Context: an optimization exercise on an open-source flow, tuned for small area and a short achievable clock period. The choices shown serve that exercise and are no tape-out recipe. Where RTL was checked, it was by simulation tests only, not by an equivalence proof against the original. Power is estimated from default activity; no workload was simulated. The flow treats the clock pin as an ideal source, which a real chip does not have.

// cic_decimator
module cic_decimator (
    input   wire            clk         ,
    input   wire            rst         ,
    input   wire    [11:0]  din         ,
    input   wire            din_valid   ,
    output  wire    [36:0]  dout        ,
    output  wire            dout_valid
);
For scale: about 660 flip-flops.
clock: 13.0 ns
lec_check: 0
abc_area: 1
cap_margin: 20
core_margin: 2
core_utilization: 60
cts_buf_list: sky130_fd_sc_hd__clkbuf_16
cts_cluster_diameter: 100
cts_cluster_size: 30
slew_margin: 20
standard.sh (not shown) runs the stock make flow with config.mk's settings and CLKGATE_MAP_FILE= SYNTH_SCRIPT=/design/flow/synth_recipe.tcl, a recipe that flattens the netlist after the stock synthesis.
==> flow/flow/run.sh <==
#!/bin/bash
# Standard synthesis and layout; the port buffers use a faster cell than
# the one buffer_ports picks by default, and timing repair aims for a
# slack margin so the design closes well under the clock period.
set -euo pipefail
bash standard.sh synth > synth.log 2>&1
bash standard.sh "BUFFER_PORTS_ARGS=-buffer_cell sky130_fd_sc_hd__buf_2" SETUP_SLACK_MARGIN=9.6 finish > layout.log 2>&1
Change:
==> flow/run.sh (new file) <==
#!/bin/bash
# synth_recipe.tcl (not shown) runs the flow's synth.tcl, then flattens the netlist and writes it again
# the make line also repeats each setting of config.mk as NAME=value (left out here)
make -C /OpenROAD-flow-scripts/flow DESIGN_CONFIG=/design/flow/config.mk WORK_HOME=/design/flow/orfs CLKGATE_MAP_FILE= SYNTH_SCRIPT=/design/flow/synth_recipe.tcl finish
removed: flow/flow/run.sh
removed: flow/standard.sh
Effect: Utilization falls by 1.3 points; worst setup slack got worse by 0.56 ns; register-to-register slack degrades by 0.37 ns; hold slack degrades by 0.0041 ns; cell count came out lower slightly; count of clock-buffer cells in the layout stays the same; power drops slightly; via count drops slightly; design area drops slightly.
Change:
==> flow/flow/run.sh (new file) <==
#!/bin/bash
# Standard synthesis and layout; the port buffers use a faster cell than
# the one buffer_ports picks by default, and timing repair aims for a
# slack margin so the design closes well under the clock period.
set -euo pipefail
bash standard.sh synth > synth.log 2>&1
bash standard.sh "BUFFER_PORTS_ARGS=-buffer_cell sky130_fd_sc_hd__buf_2" SETUP_SLACK_MARGIN=9.0 finish > layout.log 2>&1
==> flow/standard.sh (new file) <==
#!/bin/bash
# synth_recipe.tcl (not shown) runs the flow's synth.tcl, then flattens the netlist and writes it again
# the make line also repeats each setting of config.mk as NAME=value (left out here)
make -C /OpenROAD-flow-scripts/flow DESIGN_CONFIG=/design/flow/config.mk WORK_HOME=/design/flow/orfs CLKGATE_MAP_FILE= SYNTH_SCRIPT=/design/flow/synth_recipe.tcl "${@:-finish}"
removed: flow/run.sh
What happened:
- sequential power hardly moves
- clock power shrinks slightly
- sequential cell count stays the same
- synthesized area is unchanged
- final area shrinks slightly
Change:
--- a/flow/flow/run.sh
+++ b/flow/flow/run.sh
@@ -7 +7 @@
-bash standard.sh "BUFFER_PORTS_ARGS=-buffer_cell sky130_fd_sc_hd__buf_2" SETUP_SLACK_MARGIN=9.0 finish > layout.log 2>&1
+bash standard.sh "BUFFER_PORTS_ARGS=-buffer_cell sky130_fd_sc_hd__buf_2" SETUP_SLACK_MARGIN=9.3 finish > layout.log 2>&1
Settings changed: CORE_UTILIZATION 60 to 70.
- via count rose by 3.2%
- wire length rose by 4.1%
- register-to-register slack improved by 0.21 ns
- critical path depth is unchanged
- power rose by 0.91%
- cell count fell by 1.1%
Change:
--- a/flow/flow/run.sh
+++ b/flow/flow/run.sh
@@ -7 +7 @@
-bash standard.sh "BUFFER_PORTS_ARGS=-buffer_cell sky130_fd_sc_hd__buf_2" SETUP_SLACK_MARGIN=9.3 finish > layout.log 2>&1
+bash standard.sh "BUFFER_PORTS_ARGS=-buffer_cell sky130_fd_sc_hd__buf_2" SETUP_SLACK_MARGIN=9.45 finish > layout.log 2>&1
Effect: Final cell count stays flat; worst setup slack gains 0.010 ns; utilization rises by 0.73 points; synthesized cell count stays the same; die area stays the same; routed wire length climbs by 2.3%; sequential power is about the same; via count is higher by 0.71%; global-route usage increases by 0.36 points.

---

Setup of job 2642:
cic_decimator, a different RTL version from the one above (not shown whole).
For scale: ~2,500 cells after synthesis, roughly 660 flip-flops, roughly 27,000 µm² of cells after synthesis.
clock: 13.0 ns
lec_check: 0
abc_clock_period_in_ps: 3000
cap_margin: 20
core_margin: 2
core_utilization: 40
slew_margin: 20
run.sh (not shown) runs the stock make flow with config.mk's settings and CLKGATE_MAP_FILE= SYNTH_SCRIPT=/design/flow/synth_recipe.tcl, a recipe that flattens the netlist after the stock synthesis.
Stock flow here: none of the scripts above is used.
Job 2642 ended with every stage complete and zero timing, DRC or antenna violations.
#### Input delta (job 4746 over job 2642)
Settings: CTS_CLUSTER_DIAMETER newly set to 100; CTS_CLUSTER_SIZE newly set to 30; ABC_CLOCK_PERIOD_IN_PS removed (was 3000); CORE_UTILIZATION changed from 40 to 60; CTS_BUF_LIST newly set to sky130_fd_sc_hd__clkbuf_16.
### Flow results
Routability-driven placement congestion ratio ends up lower on job 4746. In the metrics for job 4746 and job 2642, the one carrying the higher placeable core region is job 2642. Comparing slack of the critical path for job 4746 and job 2642, the smaller number came from job 4746. Job 4746 vs. job 2642: sequential share of layout area went up by 3.3 points. Job 2642 -> job 4746: area of the die decreased by more than a quarter.
The inputs of job 6101 differ from those of job 4746 as listed below.
Settings: CTS_BUF_LIST: sky130_fd_sc_hd__clkbuf_16 -> unset; CTS_CLUSTER_SIZE: 30 -> unset; CTS_CLUSTER_DIAMETER: 100 -> unset; CORE_UTILIZATION: 60 -> 40.
--- outcome ---
- When job 6101 is measured against job 4746, its proportion of power drawn by the clock network turns out 18 points higher.
- Routed wire in job 6101 totals more than in job 4746.
- Diff job 4746 -> job 6101 | minimum setup slack after placement | decrease of 0.087 ns
- Going from job 4746 to job 6101, slew at the pin with the worst max-slew slack increased by 0.054 ns relative to the old numbers, die height increased by 22% relative to the old numbers, required time of the critical path closely matched the old numbers.
Input changes introduced in job 8270 (baseline for comparison: job 6101):
Settings: setting CTS_BUF_LIST to sky130_fd_sc_hd__clkbuf_4 for the first time; setting CTS_CLUSTER_SIZE to 20 for the first time.
Findings:
Job 6101 reached the final stage; the timing, DRC and antenna checks on its layout passed. Job 8270 did not stop at any stage, and its layout met the timing, DRC and antenna checks. Summary: with job 6101 as the reference, final cell count in job 8270 moved up by a few percent. Worst hold slack across all endpoints, job 8270 and job 6101, lower one = job 8270. Compared with job 6101, job 8270 ends up with less cell area. Job 8270 against job 6101: post-route fraction of the period consumed by the critical path has increased; final wirelength rose by 1000 µm; fmax now smaller.

---

cic_decimator, a different RTL version from the one above (not shown whole).
Size: about 2600 cells after synthesis, ~660 flip-flops, roughly 28000 µm² of cells after synthesis.
export LEC_CHECK = 0
export CAP_MARGIN = 20
export CORE_MARGIN = 2
export CORE_UTILIZATION = 60
export CTS_BUF_LIST = sky130_fd_sc_hd__clkbuf_16
export CTS_CLUSTER_DIAMETER = 100
export CTS_CLUSTER_SIZE = 30
export SLEW_MARGIN = 20
create_clock -name core_clock -period 13.0 [get_ports {clk}]
The first run went through all stages and came out clean.
Next try:
==> flow/flow/run.sh (new file) <==
#!/bin/bash
# Standard synthesis and layout; the port buffers use a faster cell than
# the one buffer_ports picks by default, and timing repair aims for a
# slack margin so the design closes well under the clock period.
set -euo pipefail
bash standard.sh synth > synth.log 2>&1
bash standard.sh "BUFFER_PORTS_ARGS=-buffer_cell sky130_fd_sc_hd__buf_4" SETUP_SLACK_MARGIN=9.6 finish > layout.log 2>&1
==> flow/standard.sh (new file) <==
#!/bin/bash
# synth_recipe.tcl (not shown) runs the flow's synth.tcl, then flattens the netlist and writes it again
# the make line also repeats each setting of config.mk as NAME=value (left out here)
make -C /OpenROAD-flow-scripts/flow DESIGN_CONFIG=/design/flow/config.mk WORK_HOME=/design/flow/orfs CLKGATE_MAP_FILE= SYNTH_SCRIPT=/design/flow/synth_recipe.tcl "${@:-finish}"
removed: flow/run.sh
What happened: Worst setup slack gets better by 0.36 ns. Clock-buffer cell count does not change. Worst hold slack gets better by 0.018 ns. Via count increases slightly. Synthesized area stays the same. Routed wire length increases by a few percent. Utilization increases by 0.48 points. Non-clock buffer count increases by 22.

---

cic_decimator, a different RTL version from the one above (not shown whole).
Size: roughly 2100 cells after synthesis, roughly 660 flip-flops, about 25000 sq um of cells after synthesis.
Design cic_decimator, start of the top module:
module cic_decimator (
    input   wire            clk         ,
    input   wire            rst         ,
    input   wire    [11:0]  din         ,
    input   wire            din_valid   ,
    output  wire    [36:0]  dout        ,
    output  wire            dout_valid
);
    localparam W  = 37;
    localparam N  = 5;
    localparam K  = 3;                        
    localparam D  = N + K;                    
    function integer LO(input integer k);
        LO = (k * W + K - 1) / K;
    endfunction
    function integer WD(input integer k);
        WD = LO(k + 1) - LO(k);
    endfunction
    reg  [11:0]  xr;
    reg  [3:0]   cnt;
    reg  [D-1:0] vd;
    reg  [D-1:0] rd;
    reg  [D-1:0] dd;
    always @(posedge clk) begin
        xr <= din;
        vd <= {vd[D-2:0], din_valid & ~rst};
        rd <= {rd[D-2:0], rst};
        if (rst) begin
            cnt <= 4'd0;
            dd  <= {D{1'b0}};
        end else begin
            if (din_valid) cnt <= cnt + 4'd1;
            dd  <= {dd[D-2:0], din_valid & (cnt == 4'd15)};
        end
    end
    wire [W-1:0] xs [0:K-1];
    assign xs[0] = {{(W-12){xr[11]}}, xr};
    genvar i, k;
    generate
        for (k = 1; k < K; k = k + 1) begin : XD
            reg [W-1:0] x;
            always @(posedge clk) x <= xs[k-1];
            assign xs[k] = x;
        end
    endgenerate
    wire [W-1:0] acc [0:N];
    assign acc[0] = 0;
    generate
        for (i = 1; i <= N; i = i + 1) begin : INT
            for (k = 0; k < K; k = k + 1) begin : S
                reg  [WD(k)-1:0] a;
                wire [WD(k)-1:0] src = (i == 1) ? xs[k][LO(k) +: WD(k)]
                                                : acc[i-1][LO(k) +: WD(k)];
                wire [WD(k)-1:0] b   = src & {WD(k){vd[i+k-1]}};
  ...
clock: 13.0 ns
lec_check: 0
cap_margin: 20
core_margin: 2
core_utilization: 70
cts_buf_list: sky130_fd_sc_hd__clkbuf_16
cts_cluster_diameter: 100
cts_cluster_size: 30
slew_margin: 20
standard.sh (not shown) runs the stock make flow with config.mk's settings and CLKGATE_MAP_FILE= SYNTH_SCRIPT=/design/flow/synth_recipe.tcl, a recipe that flattens the netlist after the stock synthesis.
==> flow/flow/run.sh <==
#!/bin/bash
# Standard synthesis and layout; the port buffers use a faster cell than
# the one buffer_ports picks by default, and timing repair aims for a
# slack margin so the design closes well under the clock period.
set -euo pipefail
bash standard.sh synth > synth.log 2>&1
bash standard.sh "BUFFER_PORTS_ARGS=-buffer_cell sky130_fd_sc_hd__buf_2" SETUP_SLACK_MARGIN=9.6 finish > layout.log 2>&1
The starting point completed without violations.
Then changed:
Settings changed: CORE_UTILIZATION 70 to 60.
Cell area barely changes.
Total power hardly moves.
Die area rose by 16%.
Routed wire length rose by 0.33%.
No functional check of the RTL was part of any run of this note.

---

Another version of the RTL of cic_decimator (not shown whole).
For scale: ~660 flip-flops, ~53 I/O pins.
==> flow/design.v (excerpt) <==
module cic_decimator (
    input   wire            clk         ,
    input   wire            rst         ,
    input   wire    [11:0]  din         ,
    input   wire            din_valid   ,
    output  wire    [36:0]  dout        ,
    output  wire            dout_valid
);
Settings: LEC_CHECK=0, CAP_MARGIN=20, CORE_MARGIN=2, CORE_UTILIZATION=70, CTS_BUF_LIST=sky130_fd_sc_hd__clkbuf_16, CTS_CLUSTER_DIAMETER=100, CTS_CLUSTER_SIZE=30, SLEW_MARGIN=20; clock period 13.0 ns.
==> flow/flow/run.sh <==
#!/bin/bash
# Standard synthesis and layout; the port buffers use a faster cell than
# the one buffer_ports picks by default, and timing repair aims for a
# slack margin so the design closes well under the clock period.
set -euo pipefail
bash standard.sh synth > synth.log 2>&1
bash standard.sh "BUFFER_PORTS_ARGS=-buffer_cell sky130_fd_sc_hd__buf_4" SETUP_SLACK_MARGIN=9.6 finish > layout.log 2>&1
The first run produced a clean layout.
Next try:
--- a/flow/config.mk
+++ b/flow/config.mk
@@ -9,3 +9,3 @@
 export CORE_MARGIN = 2
-export CORE_UTILIZATION = 70
+export CORE_UTILIZATION = 60
 export CTS_BUF_LIST = sky130_fd_sc_hd__clkbuf_16
Result:
- register-to-register slack gets better by 0.16 ns
- power is about the same
- routed wire length fell by 0.88%
- non-clock buffer count shrinks by 4
- die area increases by 16%
- via count shrinks by 1.2%
- worst setup slack gets worse by 0.016 ns
- area after synthesis does not change
- final cell count rose by 2.5%
Next try:
--- a/flow/flow/run.sh
+++ b/flow/flow/run.sh
@@ -6,2 +6,2 @@
 bash standard.sh synth > synth.log 2>&1
-bash standard.sh "BUFFER_PORTS_ARGS=-buffer_cell sky130_fd_sc_hd__buf_4" SETUP_SLACK_MARGIN=9.6 finish > layout.log 2>&1
+bash standard.sh "BUFFER_PORTS_ARGS=-buffer_cell sky130_fd_sc_hd__buf_2" SETUP_SLACK_MARGIN=9.6 finish > layout.log 2>&1
The new run went through all stages and came out clean.
First-iteration DRC count rises by 0.58%.
Routed wire length hardly moves.
Area after synthesis does not change.
Via count increases by 0.56%.
Hold slack improved by 0.0052 ns.
Power stays flat.
Non-clock buffer count goes up by 4.
Final area stays flat.
Combinational power hardly moves.
Setup slack gets better by 0.014 ns.
Function was not checked in any run of this note: the RTL went through the layout flow alone.

---

The RTL this note starts from:
==> flow/design.v <==
module cic_madd #(
    parameter W    = 8,
    parameter FILL = 0
) (
    input  wire [W-1:0] a,
    input  wire [W-1:0] b,
    input  wire         v,
    input  wire         ci,
    output wire [W-1:0] s,
    output wire         co
);
    wire [W:0] c;
    assign c[0] = ci;
    genvar i;
    generate
        for (i = 0; i < W; i = i + 1) begin : B
            wire p = v ? (a[i] ^ b[i]) : (a[i] ^ FILL[0]);
            assign c[i+1] = p ? c[i] : a[i];
            assign s[i]   = p ^ c[i];
        end
    endgenerate
    assign co = c[W];
endmodule
module cic_decimator (
    input   wire            clk         ,
    input   wire            rst         ,
    input   wire    [11:0]  din         ,
    input   wire            din_valid   ,
    output  wire    [36:0]  dout        ,
    output  wire            dout_valid
);
    localparam W  = 37;
    localparam N  = 5;
    localparam K  = 3;                        
    localparam D  = N + K;                    
    function integer LO(input integer k);
        LO = (k * W + K - 1) / K;
    endfunction
    function integer WD(input integer k);
        WD = LO(k + 1) - LO(k);
    endfunction
    reg  [11:0]  xr;
    reg  [3:0]   cnt;
    reg  [D-1:0] vd;
    reg  [D-1:0] rd;
    reg  [D-1:0] dd;
    always @(posedge clk) begin
        xr <= din;
        vd <= {vd[D-2:0], din_valid & ~rst};
        rd <= {rd[D-2:0], rst};
        if (rst) begin
            cnt <= 4'd0;
            dd  <= {D{1'b0}};
        end else begin
            if (din_valid) cnt <= cnt + 4'd1;
            dd  <= {dd[D-2:0], din_valid & (cnt == 4'd15)};
        end
    end
    wire [W-1:0] xs [0:K-1];
    assign xs[0] = {{(W-12){xr[11]}}, xr};
    genvar i, k;
    generate
        for (k = 1; k < K; k = k + 1) begin : XD
            reg [W-1:0] x;
            always @(posedge clk) x <= xs[k-1];
            assign xs[k] = x;
        end
    endgenerate
    wire [W-1:0] acc [0:N];
    assign acc[0] = 0;
    generate
        for (i = 1; i <= N; i = i + 1) begin : INT
            for (k = 0; k < K; k = k + 1) begin : S
                reg  [WD(k)-1:0] a;
                wire [WD(k)-1:0] src = (i == 1) ? xs[k][LO(k) +: WD(k)]
                                                : acc[i-1][LO(k) +: WD(k)];
                wire [WD(k)-1:0] fb  = a & {WD(k){~rd[i+k-1]}};
                wire [WD(k)-1:0] s;
                wire             ci, co;
                if (k == 0) begin : C
                    assign ci = 1'b0;
                end else begin : C
                    reg c;
                    always @(posedge clk) c <= INT[i].S[k-1].co;
                    assign ci = c;
                end
                cic_madd #(.W(WD(k)), .FILL(0)) u_add (.a(fb), .b(src), .v(vd[i+k-1]), .ci(ci), .s(s), .co(co));
                always @(posedge clk) a <= s;
                assign acc[i][LO(k) +: WD(k)] = a;
            end
        end
    endgenerate
    reg  [2:0] ph;                    
    reg        pend, run;
    reg        go, act0, last0;
    reg  [1:0] grp;                   
    reg  [K-1:1] act_d, last_d;
    reg        vout;
    wire cap0   = dd[N];              
    wire cap_n  = dd[N-1];            
    wire [2:0] ph_n = (ph == 3'd4) ? 3'd0 : ph + 3'd1;
    wire pend_n = (cap0 | pend) & ~go;
    wire run_n  = act0 & ~last0;
    wire go_n   = (cap_n | pend_n) & (ph_n == 3'd0);
    wire act_n  = go_n | (run_n & (ph_n != 3'd0));
    wire [K-1:0] act  = {act_d,  act0};
    wire [K-1:0] last = {last_d, last0};
    wire         mask = grp[1];
    always @(posedge clk) begin
        if (rst) begin
            ph     <= 3'd0;
            pend   <= 1'b0;
            run    <= 1'b0;
            go     <= 1'b0;
            act0   <= 1'b0;
            last0  <= 1'b0;
            grp    <= 2'd0;
            act_d  <= {(K-1){1'b0}};
            last_d <= {(K-1){1'b0}};
            vout   <= 1'b0;
        end else begin
            ph     <= ph_n;
            pend   <= pend_n;
            run    <= run_n;
            go     <= go_n;
            act0   <= act_n;
            last0  <= act_n & (ph_n == 3'd4);
            act_d  <= act[K-2:0];
            last_d <= last[K-2:0];
            vout   <= last[K-1];
            if (last[K-1] && !grp[1]) grp <= grp + 2'd1;
        end
    end
    generate
        for (k = 0; k < K; k = k + 1) begin : CB
            reg  [WD(k)-1:0]   cur;
            reg  [N*WD(k)-1:0] rn;            
            reg  [N*WD(k)-1:0] ro;            
            wire [WD(k)-1:0] rn0  = rn[WD(k)-1:0];
            wire [WD(k)-1:0] ro0  = ro[WD(k)-1:0];
            wire [WD(k)-1:0] d5   = INT[N].S[k].s;      
            wire [WD(k)-1:0] opnd = cur;
            wire [WD(k)-1:0] diff;
            wire             ci, co;
            if (k == 0) begin : C
                assign ci = 1'b1;
            end else begin : C
                reg c;
                always @(posedge clk) c <= CB[k-1].co;
                assign ci = c;
            end
            cic_madd #(.W(WD(k)), .FILL(1)) u_sub (.a(opnd), .b(~ro0), .v(mask), .ci(ci), .s(diff), .co(co));
            always @(posedge clk) begin
                rn <= {act[k] ? opnd : rn0, rn[N*WD(k)-1:WD(k)]};
                ro <= {act[k] ? rn0  : ro0, ro[N*WD(k)-1:WD(k)]};
                cur <= ({WD(k){act[k]}} & diff)
                     | ({WD(k){~act[k] & dd[N-1+k]}} & d5)
                     | ({WD(k){~act[k] & ~dd[N-1+k]}} & cur);
            end
            assign dout[LO(k) +: WD(k)] = cur;
        end
    endgenerate
    assign dout_valid = vout;
endmodule
export LEC_CHECK = 0
export ABC_AREA = 1
export CAP_MARGIN = 20
export CORE_MARGIN = 2
export CORE_UTILIZATION = 70
export CTS_BUF_LIST = sky130_fd_sc_hd__clkbuf_16
export CTS_CLUSTER_DIAMETER = 50
export CTS_CLUSTER_SIZE = 60
export SLEW_MARGIN = 20
create_clock -name core_clock -period 13.0 [get_ports {clk}]
==> flow/flow/run.sh <==
#!/bin/bash
# Standard synthesis and layout; the port buffers use a faster cell than
# the one buffer_ports picks by default, and timing repair aims for a
# slack margin so the design closes well under the clock period.
set -euo pipefail
bash standard.sh synth > synth.log 2>&1
bash standard.sh "BUFFER_PORTS_ARGS=-buffer_cell sky130_fd_sc_hd__buf_2" SETUP_SLACK_MARGIN=9.3 finish > layout.log 2>&1
Rerun with:
- CORE_UTILIZATION: 70 -> 60
- CTS_CLUSTER_DIAMETER: 50 -> 60
- CTS_CLUSTER_SIZE: 60 -> 45
Outcome:
- final cell count grows by about 2%
- setup slack stays flat
- total power shrinks by about 4%
Rerun with:
- CTS_CLUSTER_DIAMETER: 60 -> 100
- CTS_CLUSTER_SIZE: 45 -> 30
- PLACE_DENSITY: unset -> 0.75
What happened: Global-route usage decreases by 0.49 points. Critical path depth stays the same. Worst setup slack loses 0.025 ns.
Rerun with:
==> flow/flow/run.sh (replaced) <==
#!/bin/bash
# Standard synthesis and layout; the port buffers use a faster cell than
# the one buffer_ports picks by default, timing repair aims for a slack
# margin so the design closes well under the clock period, and the clock
# tree puts fewer buffer levels between the clock port and the registers.
set -euo pipefail
bash standard.sh synth > synth.log 2>&1
bash standard.sh "BUFFER_PORTS_ARGS=-buffer_cell sky130_fd_sc_hd__buf_2" SETUP_SLACK_MARGIN=9.3 \
  "CTS_ARGS=-sink_clustering_enable -repair_clock_nets -sink_clustering_size 30 -sink_clustering_max_diameter 100 -buf_list sky130_fd_sc_hd__clkbuf_16 -distance_between_buffers 1000 -branching_point_buffers_distance 1000" \
  finish > layout.log 2>&1
- PLACE_DENSITY: 0.75 -> unset
Result: Non-clock buffer count goes up by 7; worst hold slack stays flat; power goes up slightly; worst setup slack is better by 0.018 ns; first-iteration DRC count goes down by a little under a tenth; synthesized area stays the same; routed wire length goes down by a few percent; via count goes down by a few percent; final area goes up slightly; fmax goes up slightly; core utilization goes up by 0.39 points.

-- port drivers added, routing unchanged --
How much do the figures lean on ideal ports? The routed layouts below were timed once more, with nothing changed but the port constraints.
Step 1 (the two cells are an assumption about what drives the block):
set clk [get_ports {clk}]
set_driving_cell -lib_cell sky130_fd_sc_hd__clkbuf_16 $clk
set_driving_cell -lib_cell sky130_fd_sc_hd__buf_2 [delete_from_list [all_inputs] $clk]
Step 2 also shifts input and output timing later by t, the mid clock arrival at the registers, as if the neighbouring blocks saw the same clock.
Three values: ideal, step 1, step 2; two values: the first two.
run	t, ns	setup slack, ns	worst register clock-pin slew, ns
the first run of note 1	0.642	9.323 / 9.267 / 9.573	0.12 / 0.12
the second run of note 1	0.631	8.767 / 8.711 / 8.733	0.11 / 0.11
the third run of note 1	0.639	9.160 / 9.104 / 9.477	0.11 / 0.11
the fourth run of note 1	0.623	9.330 / 9.279 / 9.546	0.11 / 0.11
the fifth run of note 1	0.623	9.340 / 9.289 / 9.543	0.11 / 0.11
job 2642	0.661	8.728 / 8.670 / 8.911	0.06 / 0.06
job 4746	0.645	8.725 / 8.669 / 8.857	0.12 / 0.12
job 6101	0.661	8.728 / 8.670 / 8.911	0.06 / 0.06
job 8270	1.007	8.399 / 8.340 / 8.877	0.07 / 0.07
the first run of note 3	0.655	8.832 / 8.770 / 8.758	0.12 / 0.12
the second run of note 3	0.656	9.194 / 9.136 / 9.694	0.12 / 0.12
the first run of note 4	0.639	9.302 / 9.251 / 9.574	0.11 / 0.11
the second run of note 4	0.652	9.293 / 9.233 / 9.593	0.11 / 0.11
the first run of note 5	0.625	9.316 / 9.263 / 9.586	0.11 / 0.11
the second run of note 5	0.645	9.300 / 9.244 / 9.608	0.12 / 0.12
the third run of note 5	0.638	9.314 / 9.258 / 9.478	0.11 / 0.11
the first run of note 6	0.613	9.331 / 9.276 / 9.556	0.11 / 0.11
the second run of note 6	0.623	9.332 / 9.278 / 9.573	0.11 / 0.11
the third run of note 6	0.630	9.307 / 9.247 / 9.561	0.11 / 0.11
the fourth run of note 6	0.639	9.325 / 9.269 / 9.574	0.11 / 0.11
After both steps setup and hold are still met in every run listed. The setup slack of the first run of note 3, which loses most, moves by -0.062 ns with the drivers and by -0.074 ns with both steps.
